What follows belongs to an exercise in optimizing a design on an open flow for small area; a production flow would make more cautious choices. The RTL was checked by simulation tests, not by an equivalence proof against the original design.

==> run Z: inputs <==
Design spectrum_bins, start of the top module:
module spectrum_bins(
    input         clk,
    input         rst,
    input         in_valid,         
    input         in_last,          
    input  [23:0] in_re,            
    input  [23:0] in_im,            
    output [464:0] freq_cnts        
    );
==> module freq_counter, before the edit <==
module freq_counter(
    input clk,
    input rst,
    input we,
    input start,
    input [9:0] addr,
    input [23:0] freq_mag,
    output reg [464:0] freq_cnts
    );
    reg [30:0] freq_bins [0:14];
    reg start_pipe;
    integer i;
    always @(posedge clk) begin
        if (rst) begin
            start_pipe <= 1'b0;
            freq_cnts <= 465'd0;
            for (i = 0; i < 15; i = i + 1) begin
                freq_bins[i] <= 31'd0;
            end
        end else begin
        start_pipe <= start;
        if (start_pipe) begin
            for (i = 0; i < 15; i = i + 1) begin
                freq_cnts[31 * i +: 31] <= freq_bins[i];
                freq_bins[i] <= 31'd0;
            end
        end else if (we) begin
            for (i = 0; i < 15; i = i + 1) begin
                if (addr >= 68 * i && addr < 68 * (i + 1)) begin
                    freq_bins[i] <= freq_bins[i] + freq_mag;
                end 
            end
            if (addr >= 68 * 15) begin
                freq_bins[14] <= freq_bins[14] + freq_mag;
            end
        end
        end
    end
endmodule
==> module spectrum_bins, before the edit <==
module spectrum_bins(
    input         clk,
    input         rst,
    input         in_valid,         
    input         in_last,          
    input  [23:0] in_re,            
    input  [23:0] in_im,            
    output [464:0] freq_cnts        
    );
    reg  [9:0]  freq_addr;  
    wire [22:0] freq_re_abs;
    wire [22:0] freq_im_abs;
    wire [23:0] freq_mag;
    always @(posedge clk) begin
        if (rst) begin
            freq_addr <= 10'b0;
        end else begin
            if (in_valid) begin
                freq_addr <= freq_addr + 1;
            end
            if (in_last) begin
                freq_addr <= 10'b0;
            end
        end
    end
    assign freq_re_abs = (in_re[23]) ? ~(in_re[22:0]) + 1 : in_re[22:0];
    assign freq_im_abs = (in_im[23]) ? ~(in_im[22:0]) + 1 : in_im[22:0];
    assign freq_mag = (freq_re_abs > freq_im_abs) ? freq_re_abs + (freq_im_abs[22:2]) : freq_im_abs + (freq_re_abs[22:2]);
    freq_counter fft_pt2 (clk, rst, in_valid, in_last, freq_addr, freq_mag, freq_cnts);
endmodule
==> flow/config.mk <==
export PLATFORM = sky130hd
export DESIGN_NAME = spectrum_bins
export DESIGN_NICKNAME = spectrum_bins
export VERILOG_FILES = /design/flow/design.v
export SDC_FILE = /design/flow/constraint.sdc
export NUM_CORES = 4
export LEC_CHECK = 0
export CAP_MARGIN = 20
export CORE_MARGIN = 2
export CORE_UTILIZATION = 40
export SLEW_MARGIN = 20
==> flow/constraint.sdc <==
create_clock -name core_clock -period 12.0 [get_ports {clk}]
set_input_delay 2.4000 -clock core_clock [delete_from_list [all_inputs] [get_ports {clk}]]
set_output_delay 2.4000 -clock core_clock [all_outputs]
set_load 0.01 [all_outputs]
run.sh (not shown) runs the stock make flow with config.mk's settings and CLKGATE_MAP_FILE= SYNTH_SCRIPT=/design/flow/synth_recipe.tcl, a recipe that flattens the netlist after the stock synthesis.
==> run F (differences from run Z) <==
==> flow/design.v (replaced) <==
module freq_counter(
    input clk,
    input rst,
    input we,
    input start_pipe,
    input start_pipe_n,         
    input [14:0] sel,           
    input [23:0] freq_mag,
    output reg [464:0] freq_cnts
    );
    reg  [30:0] freq_bins [0:14];
    reg  [30:0] cur;
    wire [30:0] sum = cur + {7'd0, freq_mag};
    integer i;
    wire        go   = we & ~start_pipe & ~rst;
    wire        keep = ~start_pipe & ~rst;
    wire [14:0] wr   = sel & {15{go}};
    wire [14:0] hold = ~(sel & {15{we}}) & {15{keep}};
    wire        load = start_pipe & ~rst;
    wire        stay = start_pipe_n & ~rst;
    always @(*) begin
        cur = 31'd0;
        for (i = 0; i < 15; i = i + 1)
            cur = cur | (freq_bins[i] & {31{sel[i]}});
    end
    always @(posedge clk) begin
        for (i = 0; i < 15; i = i + 1) begin
            freq_bins[i] <= (sum & {31{wr[i]}}) | (freq_bins[i] & {31{hold[i]}});
            freq_cnts[31 * i +: 31] <= (freq_bins[i] & {31{load}})
                                     | (freq_cnts[31 * i +: 31] & {31{stay}});
        end
    end
endmodule
module spectrum_bins(
    input         clk,
    input         rst,
    input         in_valid,         
    input         in_last,          
    input  [23:0] in_re,            
    input  [23:0] in_im,            
    output [464:0] freq_cnts        
    );
    reg  [3:0]  bin_no;
    reg  [6:0]  offset;
    reg         start_pipe;
    reg         start_pipe_n;
    wire [22:0] freq_re_abs;
    wire [22:0] freq_im_abs;
    wire [23:0] freq_mag;
    wire        bin_end = (bin_no == 4'd14) ? (offset == 7'd71) : (offset == 7'd67);
    wire [14:0] sel;
    always @(posedge clk) begin
        if (rst) begin
            bin_no <= 4'd0;
            offset <= 7'd0;
            start_pipe <= 1'b0;
            start_pipe_n <= 1'b1;
        end else begin
            start_pipe <= in_last;
            start_pipe_n <= ~in_last;
            if (in_last) begin
                bin_no <= 4'd0;
                offset <= 7'd0;
            end else if (in_valid) begin
                if (bin_end) begin
                    offset <= 7'd0;
                    bin_no <= (bin_no == 4'd14) ? 4'd0 : bin_no + 4'd1;
                end else begin
                    offset <= offset + 7'd1;
                end
            end
        end
    end
    genvar g;
    generate
        for (g = 0; g < 15; g = g + 1) begin : dec
            assign sel[g] = (bin_no == g);
        end
    endgenerate
    assign freq_re_abs = (in_re[23]) ? ~(in_re[22:0]) + 1 : in_re[22:0];
    assign freq_im_abs = (in_im[23]) ? ~(in_im[22:0]) + 1 : in_im[22:0];
    assign freq_mag = (freq_re_abs > freq_im_abs) ? freq_re_abs + (freq_im_abs[22:2]) : freq_im_abs + (freq_re_abs[22:2]);
    freq_counter fft_pt2 (clk, rst, in_valid, start_pipe, start_pipe_n, sel, freq_mag, freq_cnts);
endmodule
==> run P (differences from run Z) <==
==> flow/design.v (replaced) <==
module freq_counter(
    input clk,
    input rst,
    input we,
    input start_pipe,
    input start_pipe_n,         
    input [14:0] sel,           
    input [22:0] maxp,
    input [20:0] minq,          
    input cmax,
    input cmin,
    output reg [464:0] freq_cnts
    );
    reg  [30:0] freq_bins [0:14];
    reg  [30:0] cur;
    integer i;
    wire [23:0] x = {1'b0, maxp};
    wire [23:0] y = {3'd0, minq};
    wire [23:0] s = cur[23:0] ^ x ^ y;
    wire [23:0] c = {(cur[22:0] & x[22:0]) | (cur[22:0] & y[22:0]) | (x[22:0] & y[22:0]), cmin};
    wire [24:0] w = {s, 1'b1} + {c, cmax};
    wire        k24 = (s[23] & c[23]) | ((s[23] ^ c[23]) & (w[24] ^ s[23] ^ c[23]));
    wire [30:0] sum;
    wire [6:0]  pre;
    genvar g;
    assign sum[23:0] = w[24:1];
    assign pre[0] = 1'b1;
    generate
        for (g = 1; g < 7; g = g + 1) begin : inc
            assign pre[g] = pre[g-1] & cur[23+g];
        end
    endgenerate
    assign sum[30:24] = cur[30:24] ^ ({7{k24}} & pre);
    wire        go   = we & ~start_pipe & ~rst;
    wire        keep = ~start_pipe & ~rst;
    wire [14:0] wr   = sel & {15{go}};
    wire [14:0] hold = ~(sel & {15{we}}) & {15{keep}};
    wire        load = start_pipe & ~rst;
    wire        stay = start_pipe_n & ~rst;
    always @(*) begin
        cur = 31'd0;
        for (i = 0; i < 15; i = i + 1)
            cur = cur | (freq_bins[i] & {31{sel[i]}});
    end
    always @(posedge clk) begin
        for (i = 0; i < 15; i = i + 1) begin
            freq_bins[i] <= (sum & {31{wr[i]}}) | (freq_bins[i] & {31{hold[i]}});
            freq_cnts[31 * i +: 31] <= (freq_bins[i] & {31{load}})
                                     | (freq_cnts[31 * i +: 31] & {31{stay}});
        end
    end
endmodule
module spectrum_bins(
    input         clk,
    input         rst,
    input         in_valid,         
    input         in_last,          
    input  [23:0] in_re,            
    input  [23:0] in_im,            
    output [464:0] freq_cnts        
    );
    reg  [3:0]  bin_no;
    reg  [6:0]  offset;
    reg         start_pipe;
    reg         start_pipe_n;
    wire        bin_end = (bin_no == 4'd14) ? (offset == 7'd71) : (offset == 7'd67);
    wire [14:0] sel;
    always @(posedge clk) begin
        if (rst) begin
            bin_no <= 4'd0;
            offset <= 7'd0;
            start_pipe <= 1'b0;
            start_pipe_n <= 1'b1;
        end else begin
            start_pipe <= in_last;
            start_pipe_n <= ~in_last;
            if (in_last) begin
                bin_no <= 4'd0;
                offset <= 7'd0;
            end else if (in_valid) begin
                if (bin_end) begin
                    offset <= 7'd0;
                    bin_no <= (bin_no == 4'd14) ? 4'd0 : bin_no + 4'd1;
                end else begin
                    offset <= offset + 7'd1;
                end
            end
        end
    end
    genvar g;
    generate
        for (g = 0; g < 15; g = g + 1) begin : dec
            assign sel[g] = (bin_no == g);
        end
    endgenerate
    wire        sa = in_re[23] & |in_re[22:0];
    wire        sb = in_im[23] & |in_im[22:0];
    wire [22:0] ap = in_re[22:0] ^ {23{sa}};
    wire [22:0] bp = in_im[22:0] ^ {23{sb}};
    wire        a_big = sb ? (ap > bp) : (ap >= bp);
    wire [22:0] maxp = a_big ? ap : bp;
    wire [22:0] minp = a_big ? bp : ap;
    wire        smax = a_big ? sa : sb;
    wire        smin = a_big ? sb : sa;
    wire        cmin = smin & minp[1] & minp[0];
    freq_counter fft_pt2 (clk, rst, in_valid, start_pipe, start_pipe_n, sel,
                          maxp, minp[22:2], smax, cmin, freq_cnts);
endmodule
==> flow/flow/run.sh (new file) <==
#!/bin/bash
# Standard ORFS layout (the standard.sh), with the port buffers taken as
# the smallest buffer cell, and clock tree synthesis with clkbuf_16, sink clusters
# of at most 30 and no dummy loads.
set -euo pipefail
export BUFFER_PORTS_ARGS="-buffer_cell sky130_fd_sc_hd__buf_1"
export CTS_ARGS="-sink_clustering_enable -repair_clock_nets -dont_use_dummy_load -buf_list sky130_fd_sc_hd__clkbuf_16 -sink_clustering_size 30 -sink_clustering_max_diameter 80"
bash standard.sh > standard_flow.log 2>&1
==> flow/standard.sh (new file) <==
#!/bin/bash
# synth_recipe.tcl (not shown) runs the flow's synth.tcl, then flattens the netlist and writes it again
# the make line also repeats each setting of config.mk as NAME=value (left out here)
make -C /OpenROAD-flow-scripts/flow DESIGN_CONFIG=/design/flow/config.mk WORK_HOME=/design/flow/orfs CLKGATE_MAP_FILE= SYNTH_SCRIPT=/design/flow/synth_recipe.tcl "${@:-finish}"
--- a/flow/config.mk
+++ b/flow/config.mk
@@ -7,5 +7,5 @@
 export LEC_CHECK = 0
 export CAP_MARGIN = 20
 export CORE_MARGIN = 2
-export CORE_UTILIZATION = 40
+export CORE_UTILIZATION = 50
 export SLEW_MARGIN = 20
removed: flow/run.sh
==> impl_metrics.yaml <==
timing:
  setup_slack_ps: 1800
  whs_ps: 477
power_and_ir_drop:
  vdd_drop_max_mv: 0.113
  swShare: 0.374
clocking:
  htree_levels: 3
  clock_latency_ps: 730
  cts_sinks: 941
drt:
  first_iter_violations: 3190
  drt-met1-wl_um: 81400
  wl_met2_um: 78300
placed_design:
  placed_area_mm2: 0.0612
floorplanning:
  start_util: 0.404
setup_path:
  reg2reg_from: "fft_pt2.freq_bins[7][1]$_SDFFE_PP0P_"
  r2r_cells: 12
synth:
  synth-simple-area-share: 0.193
finish:
  antenna_cells: 0
  stdcell_count: 8727
status:
  status: "no timing/DRC/antenna violations"
[end of results for run Z]
==> impl_metrics.yaml <==
finish:
  stdcell_count: 4411
  antenna_cells: 0
timing:
  whs_ps: 484
drt:
  wl_met2_um: 60700
  first_iter_violations: 3797
  drt-met1-wl_um: 54800
floorplanning:
  start_util: 0.503
setup_path:
  reg2reg_from: "bin_no[3]$_SDFFE_PP0P_"
status:
  status: "no timing/DRC/antenna violations"
placed_design:
  placed_area_mm2: 0.0378
[end of results for run P]
==> impl_metrics.yaml <==
status:
  status: "no timing/DRC/antenna violations"
timing:
  setup_slack_ps: 1820
synth:
  synth-simple-area-share: 0.0576
clocking:
  clock_latency_ps: 680
  cts_sinks: 943
drt:
  wl_met2_um: 64600
finish:
  antenna_cells: 5
  stdcell_count: 4992
placed_design:
  placed_area_mm2: 0.0426
power_and_ir_drop:
  vdd_drop_max_mv: 0.186
setup_path:
  reg2reg_from: "bin_no[0]$_SDFFE_PP0P_"
[end of results for run F]

separate check: timing with driven ports:
In the flow no input, the clock included, has a driving cell. The finished layouts below were timed again as built, in two steps. Step 1 sets driving cells, clkbuf_16 on the clock port and buf_2 on the other inputs (assumed; they add their load-dependent delay and slew). Step 2 adds t to the input delays and takes it off the output delays; t is the mean of the earliest and latest rising clock arrival at the registers after step 1. Input paths then give back, and output paths get back, about the clock's delay inside the block. Three values: no drivers, after step 1, after step 2; two values: the first two.
run | t (ns) | slack for setup (ns) | worst setup path after step 2 | cell pins on the clock port's net
run Z | 0.788 | 1.803 / 1.856 / 1.069 | input to register | 1
run F | 0.726 | 1.820 / 1.869 / 1.144 | input to register | 1
run P | 0.662 | 1.881 / 1.931 / 1.269 | input to register | 1
After both steps every run listed still meets setup and hold. The setup slack of run Z, which loses most, moves by +0.053 ns with the drivers and by -0.734 ns with both steps.
